This design comes from an exercise in tuning for small area, a short achievable clock period and few clock cycles on the open sky130 flow, not from production work. Function was checked by simulation only, so behaviour that the tests miss may differ from the original. Power figures rest on the tool's default switching activity, not on a simulated workload.

Design MyDesign, start of the top module:
module MyDesign(
  input wire reset_n                      ,  
  input wire clk                          ,
  input wire dut_valid                    , 
  output wire dut_ready                   ,
  output wire                           dut__tb__sram_input_write_enable  ,
  output wire [16-1 : 0     ]   dut__tb__sram_input_write_address ,
  output wire [32-1 : 0     ]   dut__tb__sram_input_write_data    ,
  output wire [16-1 : 0     ]   dut__tb__sram_input_read_address  , 
  input  wire signed [32-1 : 0     ]   tb__dut__sram_input_read_data     ,     
  output wire                           dut__tb__sram_weight_write_enable  ,
  output wire [16-1 : 0     ]   dut__tb__sram_weight_write_address ,
  output wire [32-1 : 0     ]   dut__tb__sram_weight_write_data    ,
  output wire [16-1 : 0     ]   dut__tb__sram_weight_read_address  , 
  input  wire signed [32-1 : 0     ]   tb__dut__sram_weight_read_data     ,     
  output wire                           dut__tb__sram_result_write_enable  ,
  output wire [16-1 : 0     ]   dut__tb__sram_result_write_address ,
  output wire signed [32-1 : 0     ]   dut__tb__sram_result_write_data    ,
  output wire [16-1 : 0     ]   dut__tb__sram_result_read_address  , 
  input  wire signed [32-1 : 0     ]   tb__dut__sram_result_read_data     ,     
  output wire                           dut__tb__sram_scratchpad_write_enable  ,
  output wire [16-1 : 0     ]   dut__tb__sram_scratchpad_write_address ,
  output wire signed [32-1 : 0     ]   dut__tb__sram_scratchpad_write_data    ,
  output wire [16-1 : 0     ]   dut__tb__sram_scratchpad_read_address  , 
  input  wire signed [32-1 : 0     ]   tb__dut__sram_scratchpad_read_data  
);
localparam AW = 12;    
localparam [2:0] ST_IDLE = 3'd0, ST_HDR = 3'd1, ST_RUN = 3'd2, ST_WAIT = 3'd3, ST_FIN = 3'd4;
localparam [2:0] PH_Q = 3'd0, PH_K = 3'd1, PH_V = 3'd2, PH_S = 3'd3, PH_Z = 3'd4;
logic [2:0]    st;
logic          ready_r;
logic [2:0]    ph;
logic [1:0]    wcnt;
logic [4:0]    n1;         
logic [5:0]    d1;         
logic [5:0]    p1;         
logic [5:0]    k_cnt;      
logic [5:0]    j_cnt;      
logic [4:0]    i_cnt;      
logic          kfirst;
logic [9:0]    np;         
logic [AW-1:0] a_addr, a_row, b_addr, b_base;    
logic f0, l0, sel0, f1, l1, f2, l2;
logic [15:0] bnone, bntwo, bneg;  
logic [31:0] opb, s_r, c_r, acc;
logic        we_r;
logic [AW-1:0] waddr;
  ...
clock: 16.0 ns
lec_check: 0
cap_margin: 20
core_margin: 2
core_utilization: 40
cts_cluster_diameter: 100
cts_cluster_size: 20
slew_margin: 20
synth_hierarchical: 1
synth_minimum_keep_size: 0
standard.sh (not shown) runs the stock make flow with config.mk's settings and CLKGATE_MAP_FILE= SYNTH_SCRIPT=/design/flow/synth_recipe.tcl, a recipe that flattens the netlist after the stock synthesis.
==> flow/flow/run.sh <==
#!/bin/bash
# Layout flow: the standard flow (standard.sh) with two changes to how the
# layout is made: port buffers use the small sky130_fd_sc_hd__buf_1 cell, and
# timing repair aims for extra setup slack so that the achieved period shrinks.
# The clock period and constraints are the standard flow's own (constraint.sdc).
set -euo pipefail
bash standard.sh finish \
  "BUFFER_PORTS_ARGS=-buffer_cell sky130_fd_sc_hd__buf_1" \
  "SETUP_SLACK_MARGIN=11.6" \
  > standard.log 2>&1
Testbench counts at the start, summed over its fixed seeds: cycles 88,723.
Then changed:
- CORE_UTILIZATION: 40 -> 60
Via count increases by 1.3%.
Die area decreases by 33%.
Sequential cell count is unchanged.
Final cell count decreases by 8.7%.
Global-route usage increases by 11 points.
Setup slack barely changes.
Hold slack improves by 4.4 ps.
Count of clock-buffer cells in the layout is unchanged.

MyDesign again, from the RTL that the note above started with.
Design MyDesign, start of the top module:
module MyDesign(
  input wire reset_n                      ,  
  input wire clk                          ,
  input wire dut_valid                    , 
  output wire dut_ready                   ,
  output wire                           dut__tb__sram_input_write_enable  ,
  output wire [16-1 : 0     ]   dut__tb__sram_input_write_address ,
  output wire [32-1 : 0     ]   dut__tb__sram_input_write_data    ,
  output wire [16-1 : 0     ]   dut__tb__sram_input_read_address  , 
  input  wire signed [32-1 : 0     ]   tb__dut__sram_input_read_data     ,     
  output wire                           dut__tb__sram_weight_write_enable  ,
  output wire [16-1 : 0     ]   dut__tb__sram_weight_write_address ,
  output wire [32-1 : 0     ]   dut__tb__sram_weight_write_data    ,
  output wire [16-1 : 0     ]   dut__tb__sram_weight_read_address  , 
  input  wire signed [32-1 : 0     ]   tb__dut__sram_weight_read_data     ,     
  output wire                           dut__tb__sram_result_write_enable  ,
  output wire [16-1 : 0     ]   dut__tb__sram_result_write_address ,
  output wire signed [32-1 : 0     ]   dut__tb__sram_result_write_data    ,
  output wire [16-1 : 0     ]   dut__tb__sram_result_read_address  , 
  input  wire signed [32-1 : 0     ]   tb__dut__sram_result_read_data     ,     
  output wire                           dut__tb__sram_scratchpad_write_enable  ,
  output wire [16-1 : 0     ]   dut__tb__sram_scratchpad_write_address ,
  output wire signed [32-1 : 0     ]   dut__tb__sram_scratchpad_write_data    ,
  output wire [16-1 : 0     ]   dut__tb__sram_scratchpad_read_address  , 
  input  wire signed [32-1 : 0     ]   tb__dut__sram_scratchpad_read_data  
);
Settings: LEC_CHECK=0, CAP_MARGIN=20, CORE_MARGIN=2, CORE_UTILIZATION=40, CTS_CLUSTER_DIAMETER=100, CTS_CLUSTER_SIZE=20, SLEW_MARGIN=20, SYNTH_HIERARCHICAL=1, SYNTH_MINIMUM_KEEP_SIZE=0; clock period 16.0 ns.
==> flow/flow/run.sh <==
#!/bin/bash
# Layout flow: the standard flow (standard.sh) with three changes to how the
# layout is made: port buffers use the small sky130_fd_sc_hd__buf_1 cell, and
# timing repair aims for extra setup slack so that the achieved period shrinks,
# and the constant outputs share one tie cell (SKIP_REPAIR_TIE_FANOUT).
# The clock period and constraints are the standard flow's own (constraint.sdc).
set -euo pipefail
bash standard.sh finish \
  "BUFFER_PORTS_ARGS=-buffer_cell sky130_fd_sc_hd__buf_1" \
  "SETUP_SLACK_MARGIN=11.6" \
  "SKIP_REPAIR_TIE_FANOUT=1" \
  > standard.log 2>&1
The first run completed with no timing, DRC or antenna violations.
Testbench counts at the start, summed over its fixed seeds: cycles 88,723.
Change:
--- a/flow/flow/run.sh
+++ b/flow/flow/run.sh
@@ -10 +10 @@
-  "SETUP_SLACK_MARGIN=11.6" \
+  "SETUP_SLACK_MARGIN=11.7" \
=> Routed wire length came out higher by 1.4%; sequential share of layout area came out lower by 0.13 points; clock skew is about the same; non-clock buffer count came out higher by 21; power came out higher by 1.9%; fmax came out higher by 1.8%.

## port drivers added, routing unchanged
Ports are ideal in the flow. The routed layouts listed here were re-timed in OpenROAD.
Step 1 assumes that a clkbuf_16 drives the clock port and a buf_2 every other input.
Step 2 times the ports against the registers' clock, not the clock port: input delays grow and output delays shrink by t, the midpoint of the rising clock arrivals with the driver on.
Slacks: ideal / step 1 / step 2; pairs: ideal / step 1.
run	t, ns	setup WS [ns]	worst setup path at the end	clock arrival spread, ns	worst data-port slew with drivers (ns)
the first run of note 1	0.611	11.635 / 11.573 / 11.715	register to register	0.065 / 0.065	0.07
the second run of note 1	0.602	11.634 / 11.573 / 11.804	register to register	0.032 / 0.032	0.09
the first run of note 2	0.619	11.639 / 11.575 / 11.801	input to register	0.036 / 0.037	0.12
the second run of note 2	0.613	11.714 / 11.651 / 11.852	input to register	0.034 / 0.034	0.12
After both steps every run listed still meets setup and hold.
